Source: an optimization exercise on an open RTL-to-GDS flow (aim: small area). Production flows keep margins and buffers that such runs may drop.
Function was checked by simulation only, so behaviour that the tests miss may differ from the original.
The clock port is modelled as an ideal driver, which makes a skipped or thinned clock tree look cheaper than it is; a real chip needs a root buffer or a tree.
No activity file was given, so power comes from the tool's default toggle rates.

== nickel ==
## controllerModule
module controllerModule(B0, B1, B2, B3, RST, _4BCD, Q1, Q2, Q3, Q4, CLK);
clock: 20.0 ns
lec_check: 0
cap_margin: 20
core_area: 2 2 66 66
cts_buf_list: sky130_fd_sc_hd__clkbuf_8
die_area: 0 0 68 68
slew_margin: 20
standard.sh (not shown) runs the stock make flow with config.mk's settings and CLKGATE_MAP_FILE= SYNTH_SCRIPT=/design/flow/synth_recipe.tcl, a recipe that flattens the netlist after the stock synthesis.
==> flow/flow/run.sh <==
#!/bin/bash
# Own layout flow: the standard ORFS flow, with three changes that only
# affect how the layout is made:
#  - ABC maps the logic with an area-oriented script (flow/abc_area.script)
#    instead of the speed script (the clock period leaves plenty of slack);
#  - every input and output port still gets its own buffer, but a buf_1;
#  - the clock tree uses small clock buffers (CTS_BUF_LIST in config.mk).
set -euo pipefail
W=$(pwd)
rm -rf "$W/scripts"
cp -r "$FLOW_HOME/scripts" "$W/scripts"
cp "$W/flow/abc_area.script" "$W/scripts/abc_speed.script"
export SCRIPTS_DIR="$W/scripts"
export BUFFER_PORTS_ARGS="-buffer_cell sky130_fd_sc_hd__buf_1"
export CTS_ARGS="-buf_list sky130_fd_sc_hd__clkbuf_8 -root_buf sky130_fd_sc_hd__clkbuf_8 -dont_use_dummy_load -repair_clock_nets"
export POST_CTS_TCL="$W/flow/post_cts.tcl"
bash standard.sh > "$W/standard.log" 2>&1
==> flow/flow/abc_area.script <==
strash
&get -n
&deepsyn -T 30
&put
dch -f
&get -n
&nf -a -R 1000
&put
==> flow/flow/post_cts.tcl <==
# Collapse the clock tree to its root buffer: the design has only 17 registers,
# which one clock buffer drives within the slew limit.
set block [ord::get_db_block]
set root [$block findInst clkbuf_0_CLK]
set root_net [[$root findITerm X] getNet]
foreach inst [$block getInsts] {
  set name [$inst getName]
  if { $inst eq $root } { continue }
  if { ![string match "clkbuf_*" $name] } { continue }
  set in_net [[$inst findITerm A] getNet]
  if { $in_net eq "NULL" || [$in_net getName] ne [$root_net getName] } { continue }
  set onet [[$inst findITerm X] getNet]
  foreach it [$onet getITerms] {
    if { [[$it getInst] getName] eq $name } { continue }
    $it disconnect
    $it connect $root_net
  }
  [$inst findITerm A] disconnect
  [$inst findITerm X] disconnect
  odb::dbInst_destroy $inst
  odb::dbNet_destroy $onet
  puts "post_cts: removed clock buffer $name"
}
detailed_placement
check_placement -verbose
estimate_parasitics -placement
report_clock_min_period
For sierra, these inputs were changed with respect to nickel:
- CORE_AREA no longer set, was 2 2 66 66
- CTS_BUF_LIST now sky130_fd_sc_hd__clkbuf_4, was sky130_fd_sc_hd__clkbuf_8
- CTS_CLUSTER_SIZE now 30, previously not set
- DIE_AREA no longer set, was 0 0 68 68
- CORE_UTILIZATION now 40, previously not set
- CTS_CLUSTER_DIAMETER now 200, previously not set
- CORE_MARGIN now 2, previously not set
--- a/flow/flow/run.sh
+++ b/flow/flow/run.sh
@@ -15,2 +14,0 @@
-export CTS_ARGS="-buf_list sky130_fd_sc_hd__clkbuf_8 -root_buf sky130_fd_sc_hd__clkbuf_8 -dont_use_dummy_load -repair_clock_nets"
-export POST_CTS_TCL="$W/flow/post_cts.tcl"
removed: flow/flow/post_cts.tcl
Notes after the runs:
Going from nickel to sierra, routed wire length -10%; placeable core region fell by 39%; area growth from synthesis to final layout went down by 0.57 points. Looking at worst setup path endpoint, the Q3[0] result is from nickel; the Q4[2] one comes from sierra.
[inputs] lagoon vs sierra
- removing CTS_CLUSTER_SIZE (formerly 30)
- removing CORE_UTILIZATION (formerly 40)
- setting CORE_AREA to 2 2 66 66 for the first time
- setting DIE_AREA to 0 0 68 68 for the first time
- removing CORE_MARGIN (formerly 2)
- removing CTS_CLUSTER_DIAMETER (formerly 200)
--- a/flow/flow/run.sh
+++ b/flow/flow/run.sh
@@ -14,0 +15 @@
+export CTS_ARGS="-buf_list sky130_fd_sc_hd__clkbuf_4 -root_buf sky130_fd_sc_hd__clkbuf_4 -dont_use_dummy_load -repair_clock_nets"
==> comparison <==
Comparing lagoon with sierra, the combinational power came out essentially unchanged. Diff lagoon and sierra: die area lower in sierra. Taking sierra as the reference, in lagoon first-iteration DRC count higher; number of fillers in the final layout rose about 70%; fmax decreased 1.1%; last weighted congestion value of the routability-driven placer went down 1.2%. The flow did not stop early for lagoon: all stages ran, and the layout cleared the timing, DRC and antenna checks. Worst setup slack in lagoon is 0.082 ns lower than in sierra. lagoon vs. sierra: actual slew at the worst max-slew pin went up by 0.038 ns. Power: lagoon draws less than sierra. Area added between synthesis and finish ends up lower on sierra. Against sierra, lagoon comes in 6.2 points lower on overall fraction of global-route tracks in use.
## Diff of input files: willow against lagoon
- DIE_AREA removed (was 0 0 68 68)
- CORE_UTILIZATION newly set to 40
- CORE_AREA removed (was 2 2 66 66)
- CORE_MARGIN newly set to 2
--- a/flow/flow/run.sh
+++ b/flow/flow/run.sh
@@ -15 +15 @@
-export CTS_ARGS="-buf_list sky130_fd_sc_hd__clkbuf_4 -root_buf sky130_fd_sc_hd__clkbuf_4 -dont_use_dummy_load -repair_clock_nets"
+export CTS_ARGS="-buf_list sky130_fd_sc_hd__clkbuf_8 -root_buf sky130_fd_sc_hd__clkbuf_8 -dont_use_dummy_load -repair_clock_nets"
## What came out
- willow completed every stage of the flow, and the final layout passed the timing, DRC and antenna checks.
- Sort lagoon and willow by shortest period the worst path allows, descending, and lagoon comes first.
- willow ends up with lower switching part of the total than lagoon does.
- In terms of multiplexer fraction of the synthesized cell area, willow and lagoon differ only marginally.
- Against lagoon, the final cell area of willow is lower.

port drivers added, routing unchanged:
In the flow no input, the clock included, has a driving cell. The finished layouts below were timed again as built, in two steps.
Step 1, drivers: a clkbuf_16 drives CLK and a buf_2 each remaining input, both assumed.
Step 2 also shifts input and output timing later by t, the mid clock arrival at the registers, as if the neighbouring blocks saw the same clock.
Three values: ideal ports, drivers, drivers and shift; two values: the first two.
run | t (ns) | setup WS [ns] | hold slack, ns | worst register clock-pin slew, ns
nickel | 0.190 | 12.016 / 12.019 / 11.829 | 0.518 / 0.518 / 0.518 | 0.11 / 0.11
sierra | 0.315 | 12.331 / 12.332 / 12.018 | 0.523 / 0.523 / 0.523 | 0.10 / 0.10
lagoon | 0.309 | 12.249 / 12.248 / 11.939 | 0.512 / 0.512 / 0.512 | 0.11 / 0.11
willow | 0.276 | 12.278 / 12.284 / 12.008 | 0.518 / 0.518 / 0.518 | 0.06 / 0.06
After both steps setup and hold are still met in every run listed. For sierra, which loses most, drivers alone change the setup slack by +0.001 ns; drivers and shift together by -0.313 ns.
